Background: an optimization exercise with open tools, aiming at small area, a short achievable clock period and few clock cycles per item. Do not read the settings as production practice. No functional check of the RTL was part of any run shown here.

==> flow/design.v, too long to show whole: its modules and the start of the top module <==
// module Convolution_without_pipeline: 1209 lines
// module fa3: 4 lines
module Convolution_without_pipeline(
    clk, rst_n, in_valid,
    In_IFM_1, In_IFM_2, In_IFM_3, In_IFM_4, In_IFM_5, In_IFM_6, In_IFM_7, In_IFM_8, In_IFM_9,
    In_Weight_1, In_Weight_2, In_Weight_3, In_Weight_4, In_Weight_5, In_Weight_6, In_Weight_7, In_Weight_8, In_Weight_9,
    out_valid, Out_OFM
    );
  // ...
==> flow/run.sh <==
#!/bin/bash
# synth_recipe.tcl (not shown) runs the flow's synth.tcl, then flattens the netlist and writes it again
# the make line also repeats each setting of config.mk as NAME=value (left out here)
make -C /OpenROAD-flow-scripts/flow DESIGN_CONFIG=/design/flow/config.mk WORK_HOME=/design/flow/orfs CLKGATE_MAP_FILE= SYNTH_SCRIPT=/design/flow/synth_recipe.tcl finish
==> flow/config.mk <==
export PLATFORM = sky130hd
export DESIGN_NAME = Convolution_without_pipeline
export DESIGN_NICKNAME = Convolution_without_pipeline
export VERILOG_FILES = /design/flow/design.v
export SDC_FILE = /design/flow/constraint.sdc
export NUM_CORES = 4
export LEC_CHECK = 0
export CAP_MARGIN = 20
export CORE_MARGIN = 2
export CORE_UTILIZATION = 40
export SETUP_SLACK_MARGIN = 4.5
export SLEW_MARGIN = 20
export SYNTH_HIERARCHICAL = 1
export SYNTH_MINIMUM_KEEP_SIZE = 0
==> flow/constraint.sdc <==
create_clock -name core_clock -period 10.0 [get_ports {clk}]
set_input_delay 2.0000 -clock core_clock [delete_from_list [all_inputs] [get_ports {clk}]]
set_output_delay 2.0000 -clock core_clock [all_outputs]
set_load 0.01 [all_outputs]
==> results.txt, run 1 <==
result of the run no timing/DRC/antenna violations; Main synth FF type sky130_fd_sc_hd__dfxtp_1; number of placed cells counting well taps 1981; library cell appearing most often on the critical path sky130_fd_sc_hd__fa_2; metal3 WL 4.05 mm; starting density of the core 40.6%; area share of the leading cell type in the synthesized netlist 70.1%; crit path setup slack, layout 4.03 ns; I/O pins 169; max-slew violation total from the final report 0; total number of sequential cells 61; number of rows in the core area 72; drt first pass iters 5; crit-path max cell delay 0.54 ns; placeable core area 38600 µm²; half-perimeter wire length of the detailed placement result 46.3 mm; number of buffers inserted for hold repair after clock tree synthesis 0; buffering stage count on the worst path with inverters included 3; Post-Route Hold Slack 1.80 ns; # setup viols final 0; data-path buffer share of cell area in the final layout 6.93%; post-DR vias/cell 5.44; number of antenna cells inserted 0; routed wire length per instance 25.2 µm; post-synthesis share of cell area spent on and, or, nand and nor gates 15.4%; portion of the clock cycle consumed by the worst path in the final layout 59.7%; endpoint class of the critical path output pin; fraction of standard cell area that is sequential 7.04%; met3 routing resource usage after global routing 3.31%; data required time of the worst path 8.00 ns; length of routed met2 wiring 23.7 mm; slew at the pin with the worst max-slew slack 0.828 ns; Final Instance Area 17500 µm²; number of synthesized flops with an enable pin 0; Arrival @ worst endpoint 3.97 ns; post-CTS setup buffers 5; warning count from the yosys run 7
==> inputs of run 2 (changes only) <==
--- a/flow/design.v
+++ b/flow/design.v
@@ -721,17 +721,17 @@
 fa3 u_s128 (.a(s120), .b(s121), .c(c82), .s(s128), .co(c128));
 fa3 u_s129 (.a(c83), .b(c84), .c(s122), .s(s129), .co(c129));
 fa3 u_s130 (.a(c85), .b(s123), .c(c86), .s(s130), .co(c130));
 fa3 u_s131 (.a(s124), .b(s125), .c(s126), .s(s131), .co(c131));
 fa3 u_s132 (.a(s127), .b(c87), .c(s128), .s(s132), .co(c132));
 fa3 u_s133 (.a(c88), .b(s129), .c(c89), .s(s133), .co(c133));
 fa3 u_s134 (.a(s130), .b(s131), .c(c90), .s(s134), .co(c134));
 fa3 u_s135 (.a(s132), .b(c91), .c(s133), .s(s135), .co(c135));
-fa3 u_s136 (.a(r_s134), .b(r_c92), .c(r_s135), .s(s136), .co(c136));
+fa3 u_s136 (.a(s134), .b(c92), .c(s135), .s(s136), .co(c136));
 fa3 u_s137 (.a(p1_0_6), .b(p1_1_5), .c(p1_2_4), .s(s137), .co(c137));
 fa3 u_s138 (.a(p1_3_3), .b(p1_4_2), .c(p1_5_1), .s(s138), .co(c138));
 fa3 u_s139 (.a(p1_6_0), .b(p2_0_6), .c(p2_1_5), .s(s139), .co(c139));
 fa3 u_s140 (.a(p2_2_4), .b(p2_3_3), .c(p2_4_2), .s(s140), .co(c140));
 fa3 u_s141 (.a(p2_5_1), .b(p2_6_0), .c(p3_0_6), .s(s141), .co(c141));
 fa3 u_s142 (.a(p3_1_5), .b(p3_2_4), .c(p3_3_3), .s(s142), .co(c142));
 fa3 u_s143 (.a(p3_4_2), .b(p3_5_1), .c(p3_6_0), .s(s143), .co(c143));
 fa3 u_s144 (.a(p4_0_6), .b(p4_1_5), .c(p4_2_4), .s(s144), .co(c144));
@@ -773,18 +773,18 @@
 fa3 u_s180 (.a(c125), .b(s171), .c(c126), .s(s180), .co(c180));
 fa3 u_s181 (.a(s172), .b(c127), .c(s173), .s(s181), .co(c181));
 fa3 u_s182 (.a(s174), .b(s175), .c(s176), .s(s182), .co(c182));
 fa3 u_s183 (.a(s177), .b(s178), .c(c128), .s(s183), .co(c183));
 fa3 u_s184 (.a(c129), .b(c130), .c(s179), .s(s184), .co(c184));
 fa3 u_s185 (.a(s180), .b(c131), .c(s181), .s(s185), .co(c185));
 fa3 u_s186 (.a(s182), .b(s183), .c(c132), .s(s186), .co(c186));
 fa3 u_s187 (.a(c133), .b(s184), .c(s185), .s(s187), .co(c187));
-fa3 u_s188 (.a(r_c134), .b(r_s186), .c(r_c135), .s(s188), .co(c188));
-fa3 u_s189 (.a(r_s187), .b(s188), .c(c136), .s(s189), .co(c189));
+fa3 u_s188 (.a(c134), .b(s186), .c(c135), .s(s188), .co(c188));
+fa3 u_s189 (.a(r_s187), .b(r_s188), .c(r_c136), .s(s189), .co(c189));
 fa3 u_s190 (.a(p1_0_7), .b(p1_1_6), .c(p1_2_5), .s(s190), .co(c190));
 fa3 u_s191 (.a(p1_3_4), .b(p1_4_3), .c(p1_5_2), .s(s191), .co(c191));
 fa3 u_s192 (.a(p1_6_1), .b(p1_7_0), .c(p2_0_7), .s(s192), .co(c192));
 fa3 u_s193 (.a(p2_1_6), .b(p2_2_5), .c(p2_3_4), .s(s193), .co(c193));
 fa3 u_s194 (.a(p2_4_3), .b(p2_5_2), .c(p2_6_1), .s(s194), .co(c194));
 fa3 u_s195 (.a(p2_7_0), .b(p3_0_7), .c(p3_1_6), .s(s195), .co(c195));
 fa3 u_s196 (.a(p3_2_5), .b(p3_3_4), .c(p3_4_3), .s(s196), .co(c196));
 fa3 u_s197 (.a(p3_5_2), .b(p3_6_1), .c(p3_7_0), .s(s197), .co(c197));
@@ -834,19 +834,19 @@
 fa3 u_s241 (.a(c177), .b(c178), .c(s231), .s(s241), .co(c241));
 fa3 u_s242 (.a(s232), .b(s233), .c(s234), .s(s242), .co(c242));
 fa3 u_s243 (.a(s235), .b(s236), .c(s237), .s(s243), .co(c243));
 fa3 u_s244 (.a(c179), .b(c180), .c(s238), .s(s244), .co(c244));
 fa3 u_s245 (.a(c181), .b(s239), .c(s240), .s(s245), .co(c245));
 fa3 u_s246 (.a(c182), .b(c183), .c(s241), .s(s246), .co(c246));
 fa3 u_s247 (.a(s242), .b(s243), .c(c184), .s(s247), .co(c247));
 fa3 u_s248 (.a(s244), .b(c185), .c(s245), .s(s248), .co(c248));
-fa3 u_s249 (.a(r_c186), .b(r_s246), .c(r_s247), .s(s249), .co(c249));
-fa3 u_s250 (.a(r_c187), .b(r_s248), .c(c188), .s(s250), .co(c250));
-fa3 u_s251 (.a(s249), .b(s250), .c(c189), .s(s251), .co(c251));
+fa3 u_s249 (.a(c186), .b(s246), .c(s247), .s(s249), .co(c249));
+fa3 u_s250 (.a(r_c187), .b(r_s248), .c(r_c188), .s(s250), .co(c250));
+fa3 u_s251 (.a(r_s249), .b(s250), .c(c189), .s(s251), .co(c251));
 fa3 u_s252 (.a(p1_1_7), .b(p1_2_6), .c(p1_3_5), .s(s252), .co(c252));
 fa3 u_s253 (.a(p1_4_4), .b(p1_5_3), .c(p1_6_2), .s(s253), .co(c253));
 fa3 u_s254 (.a(p1_7_1), .b(p2_1_7), .c(p2_2_6), .s(s254), .co(c254));
 fa3 u_s255 (.a(p2_3_5), .b(p2_4_4), .c(p2_5_3), .s(s255), .co(c255));
 fa3 u_s256 (.a(p2_6_2), .b(p2_7_1), .c(p3_1_7), .s(s256), .co(c256));
 fa3 u_s257 (.a(p3_2_6), .b(p3_3_5), .c(p3_4_4), .s(s257), .co(c257));
 fa3 u_s258 (.a(p3_5_3), .b(p3_6_2), .c(p3_7_1), .s(s258), .co(c258));
 fa3 u_s259 (.a(p4_1_7), .b(p4_2_6), .c(p4_3_5), .s(s259), .co(c259));
@@ -896,18 +896,18 @@
 fa3 u_s303 (.a(s294), .b(s295), .c(s296), .s(s303), .co(c303));
 fa3 u_s304 (.a(s297), .b(c238), .c(c239), .s(s304), .co(c304));
 fa3 u_s305 (.a(c240), .b(s298), .c(c241), .s(s305), .co(c305));
 fa3 u_s306 (.a(c242), .b(s299), .c(s300), .s(s306), .co(c306));
 fa3 u_s307 (.a(c243), .b(s301), .c(s302), .s(s307), .co(c307));
 fa3 u_s308 (.a(s303), .b(c244), .c(s304), .s(s308), .co(c308));
 fa3 u_s309 (.a(c245), .b(s305), .c(c246), .s(s309), .co(c309));
 fa3 u_s310 (.a(s306), .b(s307), .c(c247), .s(s310), .co(c310));
-fa3 u_s311 (.a(r_s308), .b(r_c248), .c(r_s309), .s(s311), .co(c311));
-fa3 u_s312 (.a(c249), .b(r_s310), .c(s311), .s(s312), .co(c312));
+fa3 u_s311 (.a(s308), .b(c248), .c(s309), .s(s311), .co(c311));
+fa3 u_s312 (.a(r_c249), .b(r_s310), .c(r_s311), .s(s312), .co(c312));
 fa3 u_s313 (.a(c250), .b(s312), .c(c251), .s(s313), .co(c313));
 fa3 u_s314 (.a(p1_2_7), .b(p1_3_6), .c(p1_4_5), .s(s314), .co(c314));
 fa3 u_s315 (.a(p1_5_4), .b(p1_6_3), .c(p1_7_2), .s(s315), .co(c315));
 fa3 u_s316 (.a(p2_2_7), .b(p2_3_6), .c(p2_4_5), .s(s316), .co(c316));
 fa3 u_s317 (.a(p2_5_4), .b(p2_6_3), .c(p2_7_2), .s(s317), .co(c317));
 fa3 u_s318 (.a(p3_2_7), .b(p3_3_6), .c(p3_4_5), .s(s318), .co(c318));
 fa3 u_s319 (.a(p3_5_4), .b(p3_6_3), .c(p3_7_2), .s(s319), .co(c319));
 fa3 u_s320 (.a(p4_2_7), .b(p4_3_6), .c(p4_4_5), .s(s320), .co(c320));
@@ -953,19 +953,19 @@
 fa3 u_s360 (.a(s352), .b(s353), .c(c298), .s(s360), .co(c360));
 fa3 u_s361 (.a(s354), .b(c299), .c(c300), .s(s361), .co(c361));
 fa3 u_s362 (.a(c301), .b(s355), .c(c302), .s(s362), .co(c362));
 fa3 u_s363 (.a(s356), .b(s357), .c(c303), .s(s363), .co(c363));
 fa3 u_s364 (.a(s358), .b(s359), .c(c304), .s(s364), .co(c364));
 fa3 u_s365 (.a(s360), .b(c305), .c(s361), .s(s365), .co(c365));
 fa3 u_s366 (.a(c306), .b(c307), .c(s362), .s(s366), .co(c366));
 fa3 u_s367 (.a(s363), .b(c308), .c(s364), .s(s367), .co(c367));
-fa3 u_s368 (.a(r_c309), .b(r_s365), .c(r_s366), .s(s368), .co(c368));
-fa3 u_s369 (.a(r_c310), .b(r_s367), .c(c311), .s(s369), .co(c369));
-fa3 u_s370 (.a(s368), .b(c312), .c(s369), .s(s370), .co(c370));
+fa3 u_s368 (.a(c309), .b(s365), .c(s366), .s(s368), .co(c368));
+fa3 u_s369 (.a(r_c310), .b(r_s367), .c(r_c311), .s(s369), .co(c369));
+fa3 u_s370 (.a(r_s368), .b(c312), .c(s369), .s(s370), .co(c370));
 fa3 u_s371 (.a(p1_3_7), .b(p1_4_6), .c(p1_5_5), .s(s371), .co(c371));
 fa3 u_s372 (.a(p1_6_4), .b(p1_7_3), .c(p2_3_7), .s(s372), .co(c372));
 fa3 u_s373 (.a(p2_4_6), .b(p2_5_5), .c(p2_6_4), .s(s373), .co(c373));
 fa3 u_s374 (.a(p2_7_3), .b(p3_3_7), .c(p3_4_6), .s(s374), .co(c374));
 fa3 u_s375 (.a(p3_5_5), .b(p3_6_4), .c(p3_7_3), .s(s375), .co(c375));
 fa3 u_s376 (.a(p4_3_7), .b(p4_4_6), .c(p4_5_5), .s(s376), .co(c376));
 fa3 u_s377 (.a(p4_6_4), .b(p4_7_3), .c(p5_3_7), .s(s377), .co(c377));
 fa3 u_s378 (.a(p5_4_6), .b(p5_5_5), .c(p5_6_4), .s(s378), .co(c378));
@@ -1002,20 +1002,20 @@
 fa3 u_s409 (.a(s400), .b(s401), .c(s402), .s(s409), .co(c409));
 fa3 u_s410 (.a(s403), .b(s404), .c(c354), .s(s410), .co(c410));
 fa3 u_s411 (.a(c355), .b(c356), .c(s405), .s(s411), .co(c411));
 fa3 u_s412 (.a(c357), .b(c358), .c(c359), .s(s412), .co(c412));
 fa3 u_s413 (.a(s406), .b(s407), .c(s408), .s(s413), .co(c413));
 fa3 u_s414 (.a(s409), .b(c360), .c(s410), .s(s414), .co(c414));
 fa3 u_s415 (.a(c361), .b(c362), .c(s411), .s(s415), .co(c415));
 fa3 u_s416 (.a(c363), .b(s412), .c(s413), .s(s416), .co(c416));
-fa3 u_s417 (.a(r_c364), .b(r_s414), .c(r_c365), .s(s417), .co(c417));
-fa3 u_s418 (.a(r_c366), .b(r_s415), .c(r_s416), .s(s418), .co(c418));
-fa3 u_s419 (.a(r_c367), .b(s417), .c(c368), .s(s419), .co(c419));
-fa3 u_s420 (.a(s418), .b(c369), .c(s419), .s(s420), .co(c420));
+fa3 u_s417 (.a(c364), .b(s414), .c(c365), .s(s417), .co(c417));
+fa3 u_s418 (.a(c366), .b(s415), .c(s416), .s(s418), .co(c418));
+fa3 u_s419 (.a(r_c367), .b(r_s417), .c(r_c368), .s(s419), .co(c419));
+fa3 u_s420 (.a(r_s418), .b(c369), .c(s419), .s(s420), .co(c420));
 fa3 u_s421 (.a(p1_4_7), .b(p1_5_6), .c(p1_6_5), .s(s421), .co(c421));
 fa3 u_s422 (.a(p1_7_4), .b(p2_4_7), .c(p2_5_6), .s(s422), .co(c422));
 fa3 u_s423 (.a(p2_6_5), .b(p2_7_4), .c(p3_4_7), .s(s423), .co(c423));
 fa3 u_s424 (.a(p3_5_6), .b(p3_6_5), .c(p3_7_4), .s(s424), .co(c424));
 fa3 u_s425 (.a(p4_4_7), .b(p4_5_6), .c(p4_6_5), .s(s425), .co(c425));
 fa3 u_s426 (.a(p4_7_4), .b(p5_4_7), .c(p5_5_6), .s(s426), .co(c426));
 fa3 u_s427 (.a(p5_6_5), .b(p5_7_4), .c(p6_4_7), .s(s427), .co(c427));
 fa3 u_s428 (.a(p6_5_6), .b(p6_6_5), .c(p6_7_4), .s(s428), .co(c428));
@@ -1044,20 +1044,20 @@
 fa3 u_s451 (.a(s443), .b(c403), .c(c404), .s(s451), .co(c451));
 fa3 u_s452 (.a(s444), .b(s445), .c(s446), .s(s452), .co(c452));
 fa3 u_s453 (.a(s447), .b(c405), .c(s448), .s(s453), .co(c453));
 fa3 u_s454 (.a(c406), .b(c407), .c(s449), .s(s454), .co(c454));
 fa3 u_s455 (.a(c408), .b(c409), .c(s450), .s(s455), .co(c455));
 fa3 u_s456 (.a(s451), .b(s452), .c(c410), .s(s456), .co(c456));
 fa3 u_s457 (.a(c411), .b(s453), .c(c412), .s(s457), .co(c457));
 fa3 u_s458 (.a(s454), .b(c413), .c(s455), .s(s458), .co(c458));
-fa3 u_s459 (.a(r_c414), .b(r_s456), .c(r_c415), .s(s459), .co(c459));
-fa3 u_s460 (.a(r_s457), .b(r_c416), .c(r_s458), .s(s460), .co(c460));
-fa3 u_s461 (.a(c417), .b(s459), .c(c418), .s(s461), .co(c461));
-fa3 u_s462 (.a(s460), .b(c419), .c(s461), .s(s462), .co(c462));
+fa3 u_s459 (.a(c414), .b(s456), .c(c415), .s(s459), .co(c459));
+fa3 u_s460 (.a(s457), .b(c416), .c(s458), .s(s460), .co(c460));
+fa3 u_s461 (.a(r_c417), .b(r_s459), .c(r_c418), .s(s461), .co(c461));
+fa3 u_s462 (.a(r_s460), .b(c419), .c(s461), .s(s462), .co(c462));
 fa3 u_s463 (.a(p1_5_7), .b(p1_6_6), .c(p1_7_5), .s(s463), .co(c463));
 fa3 u_s464 (.a(p2_5_7), .b(p2_6_6), .c(p2_7_5), .s(s464), .co(c464));
 fa3 u_s465 (.a(p3_5_7), .b(p3_6_6), .c(p3_7_5), .s(s465), .co(c465));
 fa3 u_s466 (.a(p4_5_7), .b(p4_6_6), .c(p4_7_5), .s(s466), .co(c466));
 fa3 u_s467 (.a(p5_5_7), .b(p5_6_6), .c(p5_7_5), .s(s467), .co(c467));
 fa3 u_s468 (.a(p6_5_7), .b(p6_6_6), .c(p6_7_5), .s(s468), .co(c468));
 fa3 u_s469 (.a(p7_5_7), .b(p7_6_6), .c(p7_7_5), .s(s469), .co(c469));
 fa3 u_s470 (.a(p8_5_7), .b(p8_6_6), .c(p8_7_5), .s(s470), .co(c470));
@@ -1078,19 +1078,19 @@
 fa3 u_s485 (.a(c444), .b(c445), .c(c446), .s(s485), .co(c485));
 fa3 u_s486 (.a(s479), .b(s480), .c(c447), .s(s486), .co(c486));
 fa3 u_s487 (.a(s481), .b(s482), .c(s483), .s(s487), .co(c487));
 fa3 u_s488 (.a(c448), .b(c449), .c(s484), .s(s488), .co(c488));
 fa3 u_s489 (.a(c450), .b(c451), .c(c452), .s(s489), .co(c489));
 fa3 u_s490 (.a(s485), .b(s486), .c(s487), .s(s490), .co(c490));
 fa3 u_s491 (.a(c453), .b(c454), .c(s488), .s(s491), .co(c491));
 fa3 u_s492 (.a(c455), .b(s489), .c(c456), .s(s492), .co(c492));
-fa3 u_s493 (.a(r_s490), .b(r_c457), .c(r_s491), .s(s493), .co(c493));
-fa3 u_s494 (.a(r_c458), .b(r_s492), .c(c459), .s(s494), .co(c494));
-fa3 u_s495 (.a(s493), .b(c460), .c(s494), .s(s495), .co(c495));
+fa3 u_s493 (.a(s490), .b(c457), .c(s491), .s(s493), .co(c493));
+fa3 u_s494 (.a(r_c458), .b(r_s492), .c(r_c459), .s(s494), .co(c494));
+fa3 u_s495 (.a(r_s493), .b(r_c460), .c(s494), .s(s495), .co(c495));
 fa3 u_s496 (.a(c461), .b(s495), .c(c462), .s(s496), .co(c496));
 fa3 u_s497 (.a(p1_6_7), .b(p1_7_6), .c(p2_6_7), .s(s497), .co(c497));
 fa3 u_s498 (.a(p2_7_6), .b(p3_6_7), .c(p3_7_6), .s(s498), .co(c498));
 fa3 u_s499 (.a(p4_6_7), .b(p4_7_6), .c(p5_6_7), .s(s499), .co(c499));
 fa3 u_s500 (.a(p5_7_6), .b(p6_6_7), .c(p6_7_6), .s(s500), .co(c500));
 fa3 u_s501 (.a(p7_6_7), .b(p7_7_6), .c(p8_6_7), .s(s501), .co(c501));
 fa3 u_s502 (.a(p8_7_6), .b(p9_6_7), .c(p9_7_6), .s(s502), .co(c502));
 fa3 u_s503 (.a(c463), .b(c464), .c(c465), .s(s503), .co(c503));
@@ -1104,110 +1104,98 @@
 fa3 u_s511 (.a(s505), .b(s506), .c(s507), .s(s511), .co(c511));
 fa3 u_s512 (.a(c479), .b(c480), .c(c481), .s(s512), .co(c512));
 fa3 u_s513 (.a(c482), .b(s508), .c(c483), .s(s513), .co(c513));
 fa3 u_s514 (.a(s509), .b(s510), .c(s511), .s(s514), .co(c514));
 fa3 u_s515 (.a(c484), .b(c485), .c(c486), .s(s515), .co(c515));
 fa3 u_s516 (.a(s512), .b(s513), .c(c487), .s(s516), .co(c516));
 fa3 u_s517 (.a(s514), .b(c488), .c(c489), .s(s517), .co(c517));
 fa3 u_s518 (.a(s515), .b(c490), .c(s516), .s(s518), .co(c518));
-fa3 u_s519 (.a(r_c491), .b(r_s517), .c(r_c492), .s(s519), .co(c519));
-fa3 u_s520 (.a(r_s518), .b(c493), .c(s519), .s(s520), .co(c520));
+fa3 u_s519 (.a(c491), .b(s517), .c(c492), .s(s519), .co(c519));
+fa3 u_s520 (.a(r_s518), .b(r_c493), .c(r_s519), .s(s520), .co(c520));
 fa3 u_s521 (.a(c494), .b(s520), .c(c495), .s(s521), .co(c521));
 fa3 u_s522 (.a(p1_7_7), .b(p2_7_7), .c(p3_7_7), .s(s522), .co(c522));
 fa3 u_s523 (.a(p4_7_7), .b(p5_7_7), .c(p6_7_7), .s(s523), .co(c523));
 fa3 u_s524 (.a(p7_7_7), .b(p8_7_7), .c(p9_7_7), .s(s524), .co(c524));
 fa3 u_s525 (.a(c497), .b(c498), .c(c499), .s(s525), .co(c525));
 fa3 u_s526 (.a(c500), .b(c501), .c(c502), .s(s526), .co(c526));
 fa3 u_s527 (.a(s522), .b(s523), .c(s524), .s(s527), .co(c527));
 fa3 u_s528 (.a(c503), .b(c504), .c(c505), .s(s528), .co(c528));
 fa3 u_s529 (.a(c506), .b(c507), .c(s525), .s(s529), .co(c529));
 fa3 u_s530 (.a(s526), .b(s527), .c(c508), .s(s530), .co(c530));
 fa3 u_s531 (.a(c509), .b(c510), .c(s528), .s(s531), .co(c531));
 fa3 u_s532 (.a(c511), .b(s529), .c(c512), .s(s532), .co(c532));
 fa3 u_s533 (.a(s530), .b(c513), .c(s531), .s(s533), .co(c533));
 fa3 u_s534 (.a(c514), .b(c515), .c(s532), .s(s534), .co(c534));
 fa3 u_s535 (.a(c516), .b(s533), .c(c517), .s(s535), .co(c535));
 fa3 u_s536 (.a(r_s534), .b(r_c518), .c(r_s535), .s(s536), .co(c536));
-fa3 u_s537 (.a(c519), .b(s536), .c(c520), .s(s537), .co(c537));
+fa3 u_s537 (.a(r_c519), .b(s536), .c(c520), .s(s537), .co(c537));
 fa3 u_s538 (.a(c522), .b(c523), .c(c524), .s(s538), .co(c538));
 fa3 u_s539 (.a(c525), .b(c526), .c(c527), .s(s539), .co(c539));
 fa3 u_s540 (.a(s538), .b(c528), .c(c529), .s(s540), .co(c540));
 fa3 u_s541 (.a(s539), .b(c530), .c(c531), .s(s541), .co(c541));
 fa3 u_s542 (.a(s540), .b(c532), .c(s541), .s(s542), .co(c542));
-fa3 u_s543 (.a(r_c533), .b(r_c534), .c(r_s542), .s(s543), .co(c543));
-fa3 u_s544 (.a(r_c535), .b(s543), .c(c536), .s(s544), .co(c544));
+fa3 u_s543 (.a(c533), .b(c534), .c(s542), .s(s543), .co(c543));
+fa3 u_s544 (.a(r_c535), .b(r_s543), .c(c536), .s(s544), .co(c544));
 fa3 u_s545 (.a(c538), .b(c539), .c(c540), .s(s545), .co(c545));
 fa3 u_s546 (.a(c541), .b(s545), .c(c542), .s(s546), .co(c546));
-fa3 u_s547 (.a(c543), .b(r_s546), .c(c544), .s(s547), .co(c547));
+fa3 u_s547 (.a(r_c543), .b(r_s546), .c(c544), .s(s547), .co(c547));
 fa3 u_s548 (.a(r_c545), .b(r_c546), .c(c547), .s(s548), .co(c548));
-reg r_s3, r_s12, r_s13, r_s31, r_c31, r_s57, r_s92, r_c92, r_s134, r_c134, r_s135, r_c135, r_s186, r_c186, r_s187, r_c187, r_s246, r_s247, r_s248, r_c248, r_s308, r_s309, r_c309, r_s310, r_c310, r_c364, r_s365, r_c365, r_s366, r_c366, r_s367, r_c367, r_s414, r_c414, r_s415, r_c415, r_s416, r_c416, r_s456, r_s457, r_c457, r_s458, r_c458, r_s490, r_s491, r_c491, r_s492, r_c492, r_s517, r_s518, r_c518, r_c533, r_s534, r_c534, r_s535, r_c535, r_s542, r_c545, r_s546, r_c546;
+reg r_s3, r_s12, r_s13, r_s31, r_c31, r_s57, r_s92, r_s136, r_c136, r_s187, r_c187, r_s188, r_c188, r_s248, r_s249, r_c249, r_s310, r_c310, r_s311, r_c311, r_s367, r_c367, r_s368, r_c368, r_s417, r_c417, r_s418, r_c418, r_c458, r_s459, r_c459, r_s460, r_c460, r_s492, r_s493, r_c493, r_s518, r_c518, r_s519, r_c519, r_s534, r_s535, r_c535, r_s543, r_c543, r_c545, r_s546, r_c546;
 always @(posedge clk) begin
     r_s3 <= s3;
     r_s12 <= s12;
     r_s13 <= s13;
     r_s31 <= s31;
     r_c31 <= c31;
     r_s57 <= s57;
     r_s92 <= s92;
-    r_c92 <= c92;
-    r_s134 <= s134;
-    r_c134 <= c134;
-    r_s135 <= s135;
-    r_c135 <= c135;
-    r_s186 <= s186;
-    r_c186 <= c186;
+    r_s136 <= s136;
+    r_c136 <= c136;
     r_s187 <= s187;
     r_c187 <= c187;
-    r_s246 <= s246;
-    r_s247 <= s247;
+    r_s188 <= s188;
+    r_c188 <= c188;
     r_s248 <= s248;
-    r_c248 <= c248;
-    r_s308 <= s308;
-    r_s309 <= s309;
-    r_c309 <= c309;
+    r_s249 <= s249;
+    r_c249 <= c249;
     r_s310 <= s310;
     r_c310 <= c310;
-    r_c364 <= c364;
-    r_s365 <= s365;
-    r_c365 <= c365;
-    r_s366 <= s366;
-    r_c366 <= c366;
+    r_s311 <= s311;
+    r_c311 <= c311;
     r_s367 <= s367;
     r_c367 <= c367;
-    r_s414 <= s414;
-    r_c414 <= c414;
-    r_s415 <= s415;
-    r_c415 <= c415;
-    r_s416 <= s416;
-    r_c416 <= c416;
-    r_s456 <= s456;
-    r_s457 <= s457;
-    r_c457 <= c457;
-    r_s458 <= s458;
+    r_s368 <= s368;
+    r_c368 <= c368;
+    r_s417 <= s417;
+    r_c417 <= c417;
+    r_s418 <= s418;
+    r_c418 <= c418;
     r_c458 <= c458;
-    r_s490 <= s490;
-    r_s491 <= s491;
-    r_c491 <= c491;
+    r_s459 <= s459;
+    r_c459 <= c459;
+    r_s460 <= s460;
+    r_c460 <= c460;
     r_s492 <= s492;
-    r_c492 <= c492;
-    r_s517 <= s517;
+    r_s493 <= s493;
+    r_c493 <= c493;
     r_s518 <= s518;
     r_c518 <= c518;
-    r_c533 <= c533;
+    r_s519 <= s519;
+    r_c519 <= c519;
     r_s534 <= s534;
-    r_c534 <= c534;
     r_s535 <= s535;
     r_c535 <= c535;
-    r_s542 <= s542;
+    r_s543 <= s543;
+    r_c543 <= c543;
     r_c545 <= c545;
     r_s546 <= s546;
     r_c546 <= c546;
 end
-wire [19:0] row_a_n = {1'b1, c548, s548, s547, s544, s537, s521, s496, c420, c370, s370, s313, s251, s189, s136, r_s92, r_c31, r_s31, r_s12, r_s3};
+wire [19:0] row_a_n = {1'b1, c548, s548, s547, s544, s537, s521, s496, c420, c370, s370, s313, s251, s189, r_s136, r_s92, r_c31, r_s31, r_s12, r_s3};
 wire [19:0] row_b_n = {1'b1, 1'b1, 1'b1, 1'b1, c537, c521, c496, 1'b1, s462, s420, c313, 1'b1, 1'b1, 1'b1, 1'b1, 1'b1, r_s57, 1'b1, r_s13, 1'b1};
 wire [19:0] sum = ~row_a_n + ~row_b_n;
 assign Out_OFM = {1'b0, sum};
 endmodule
 module fa3(input a, input b, input c, output s, output co);
 assign s = a ^ b ^ c;
 assign co = (a & b) | (a & c) | (b & c);
 endmodule
==> run 2 against run 1 <==
  * Largest cell class unchanged
  * Highest routed layer unchanged
  * Critical path depth unchanged
  * Sequential share of layout area fell by 1.4 points
  * Synthesized cell count decreased by 0.83%
  * Still clean on timing, DRC and antenna
  * Utilization increased by 1.4 points
  * Fmax increased by 8.5%
  * Sequential cell count shrank 12
==> results.txt, run 2 <==
result of the run no timing/DRC/antenna violations (unchanged); clock tree from TritonCTS yes (unchanged); cell family with the largest share of critical-path delay adder cells (unchanged); core occupancy in the finished layout 46.6% (was 45.2%); top library cells by usage in the layout, fill and taps aside 576 x sky130_fd_sc_hd__nand2_1, 377 x sky130_fd_sc_hd__fa_1, 172 x sky130_fd_sc_hd__fa_2 (was 582 x sky130_fd_sc_hd__nand2_1, 530 x sky130_fd_sc_hd__fa_1, 73 x sky130_fd_sc_hd__buf_2); Port Buffers 167 (unchanged); starting density of the core 40.8% (was 40.6%); # setup viols final 0 (unchanged); area share of the leading cell type in the synthesized netlist 71.1% (was 70.1%); HP Class in -> async (unchanged); clock transition at the registers of the reported paths 0.07 ns (was 0.06 ns); Arrival @ worst endpoint 3.50 ns (was 3.97 ns); biggest fanout along the worst timing path 4 (unchanged); grt ovf 0 (unchanged); number of placed cells counting well taps 1963 (was 1981); placeable core area 37800 µm² (was 38600 µm²); netlist area before placement 15400 µm² (was 15700 µm²); warning count from the yosys run 7 (unchanged); sequential area share after synthesis 6.38% (was 7.82%); number of synthesized register bits 49 (was 61); post-synthesis cell type with the largest combined area sky130_fd_sc_hd__fa_1 (unchanged); number of rows in the core area 71 (was 72); maximum buffer depth of the clock tree 2 (unchanged); Async S/R FF share, synth 2.04% (was 1.64%); mean instance size in the synthesized netlist 10.8 µm² (was 10.9 µm²); drt initial violations 1133 (was 972); post-DR vias/cell 5.49 (was 5.44); half-perimeter wire length of the detailed placement result 45.9 mm (was 46.3 mm); Sinks on Clock Net 49 (was 61); hold violation count in the final report 0 (unchanged); number of cells in the finished layout apart from fillers 1978 (was 2005); pin count of the biggest net entering global routing 16 (was 12); Filler cells 3617 (was 3640); number of synthesized flops with an enable pin 0 (unchanged); Nets 2170 (was 2187); Synth cell types 47 (was 48); worst slack at placement 3.50 ns (was 3.65 ns); max-slew violation total from the final report 0 (unchanged); Root Driver sky130_fd_sc_hd__clkbuf_16 (unchanged); CP Cell Sequence fa_1, fa_2, fa_1, inv_1, ha_4, nand4b_1, buf_4, nor4_4, buf_4, o211ai_1, nor3b_2, dlygate4sd2_1 (was fa_2, fa_1, fa_2, fa_2, inv_2, ha_4, nand4b_1, nor4_4, buf_4, o211ai_1, nor3b_2, buf_2); drt first pass iters 7 (was 5); Post-Synthesis Net Count 2136 (was 2148); I/O pins 169 (unchanged); Cells after Synth 1431 (was 1443); unrepaired setup endpoints after global routing true (unchanged); global placement routability congestion 0.962 (was 0.938); Peak Freq 182 MHz (was 168 MHz); most frequent standard cell in the layout excluding fill and tap cells sky130_fd_sc_hd__nand2_1 (unchanged); wire length of the first global-routing pass 76.4 mm (was 77.3 mm); total number of H-tree levels 2 (was 3); routed wire length 50.1 mm (was 50.6 mm); Main synth FF type sky130_fd_sc_hd__dfxtp_1 (unchanged); overall global routing resource usage 25.9% (was 26.2%); overall die width 201 µm (was 202 µm); fraction of final layout cells with drive strength greater than 1 24.4% (was 15.0%); buffering stage count on the worst path with inverters included 4 (was 3); kind of launch point of the worst setup path flop (unchanged); start-to-end type of the worst setup path reg -> out (unchanged); via total after detailed routing 10900 (about the same); Routed Antenna Nets 0 (unchanged); data required time of the worst path 8.00 ns (about the same); floorplan die area 40200 µm² (was 40800 µm²); number of clock buffers inserted by TritonCTS 5 (was 9); endpoint class of the critical path output pin (unchanged); portion of the clock cycle consumed by the worst path in the final layout 55.0% (was 59.7%); routed wire length per instance 25.3 µm (was 25.2 µm); crit path setup slack, layout 4.50 ns (was 4.03 ns); layout-stage area growth over the synthesis result 14.1% (was 11.3%); Die Y-Extent 201 µm (was 202 µm); Area contributors post-synth sky130_fd_sc_hd__fa_1 71%, sky130_fd_sc_hd__nand2_1 14%, sky130_fd_sc_hd__dfxtp_1 6.2%, sky130_fd_sc_hd__clkbuf_1 3.5%, sky130_fd_sc_hd__ha_1 0.73% (was sky130_fd_sc_hd__fa_1 70%, sky130_fd_sc_hd__nand2_1 14%, sky130_fd_sc_hd__dfxtp_1 7.7%, sky130_fd_sc_hd__clkbuf_1 3.4%, sky130_fd_sc_hd__ha_1 0.72%); most instantiated library cell after synthesis sky130_fd_sc_hd__nand2_1 (unchanged); Post-Route Hold Slack 1.84 ns (was 1.80 ns); number of buffers inserted for hold repair after clock tree synthesis 0 (unchanged); number of global-route vias before repair 12200 (about the same); synth cell count leaders 583 x sky130_fd_sc_hd__nand2_1, 549 x sky130_fd_sc_hd__fa_1, 143 x sky130_fd_sc_hd__clkbuf_1 (unchanged); post-route minimum period 5.50 ns (was 5.97 ns); setup TNS 0 ns (unchanged); maxcap violations 0 (unchanged); crit-path max cell delay 0.51 ns (was 0.54 ns); count of unresolved DRC violations after routing 0 (unchanged); Critical Path Slowest Stage Cell sky130_fd_sc_hd__fa_1 (was sky130_fd_sc_hd__fa_2); number of antenna violations at the first check in global routing 0 (was 1)
==> run 2: cell count changes in the layout (fill, tap and decap cells not counted), sizes merged, moves of 8 or more <==
cell,before,now
clkdlybuf4s15,30,0
buf,81,103
dfxtp,60,48
clkdlybuf4s18,9,0
clkbuf,50,58
==> run 2: final cells by class <==
type	instances	area (µm²)	share of cell area [%]
antenna	1	2.50	0.0142
clock buffer	6	129	0.731
tap	511	639	3.63
inverter	23	86.3	0.490
sequential	49	986	5.59
multi-input combinational	1212	14400	81.6
clock inverter	2	38.8	0.220
timing repair buffer	174	1360	7.73
==> run 2: what timing repair did <==
| action | in CTS | in global routing |
|---|---|---|
| buffers inserted | 5 | 1 |
| resized for setup | 840 | 121 |
| pin swaps | 11 | 38 |
| endpoints found under the setup margin | 49 | 25 |
==> run 2: per-module statistics from Yosys (local to each module, per instance) <==
module	area, µm²	flip-flops and latches	cells inside
Convolution_without_pipeline	4460	49	882
fa3	20.0	0	1
==> run 2: worst max path at each step <==
stage	start	endpoint	slack, ns	depth (start not counted)
2_1_floorplan	In_IFM_5[6]	r_s311$_DFF_P_	4.44	9
3_3_place_gp	In_IFM_1[0]	r_s311$_DFF_P_	3.51	9
3_5_place_dp	In_Weight_1[2]	r_s418$_DFF_P_	3.50	9
4_1_cts	r_c458$_DFF_P_	Out_OFM[17]	4.44	11
5_1_grt	r_c458$_DFF_P_	Out_OFM[17]	4.38	12
6_report	r_c458$_DFF_P_	Out_OFM[17]	4.50	12
==> run 2: cells by family (layout without fill, tap and decap cells) <==
kind of cell	after synthesis	count (layout)	synth area share, %
other	1	2	0.0243
XOR/XNOR	12	12	0.680
adder cells (fa/ha/maj)	558	558	71.9
AND/OR/NAND/NOR	616	616	15.7
flip-flops	49	49	6.38
buffers and inverters	170	205	4.21
AO/OA/AOI/OAI	25	25	1.16
==> run 2: per-layer routing <==
metal	vias up	track usage [%]	share of wire, %
met5	-	0	0
met2	679	41.6	48
met3	90	4.12	8.8
met4	0	8.68	4.3
li1	4284	-	-
met1	5800	36.3	39
==> run 2: per-stage QoR <==
stage / cell area [µm²]
after detailed placement: 17500
after global placement: 17500
after floorplan: 16700
after global routing: 17600
final: 17600
after CTS: 17300

static timing again, ports no longer ideal:
No port has a modelled driver above. Below, the same layouts with a new extraction and two added sets of constraints. Step 1 assumes that a clkbuf_16 drives the clock port and a buf_2 every other input. Step 2 times the ports against the registers' clock, not the clock port: input delays grow and output delays shrink by t, the midpoint of the rising clock arrivals with the driver on. a / b / c = no drivers / after step 1 / after step 2; a / b = the first two.
run | t, ns | setup slack, ns | hold slack, ns | worst setup path after step 2 | cell pins on the clock port's net
run 1 | 0.392 | 4.033 / 3.983 / 4.189 | 1.797 / 1.778 / 2.169 | input to register | 1
run 2 | 0.347 | 4.499 / 4.452 / 4.135 | 1.837 / 1.818 / 2.165 | input to register | 1
After both steps setup and hold are still met in every run listed. For run 2, which loses most, drivers alone change the setup slack by -0.047 ns; drivers and shift together by -0.364 ns.
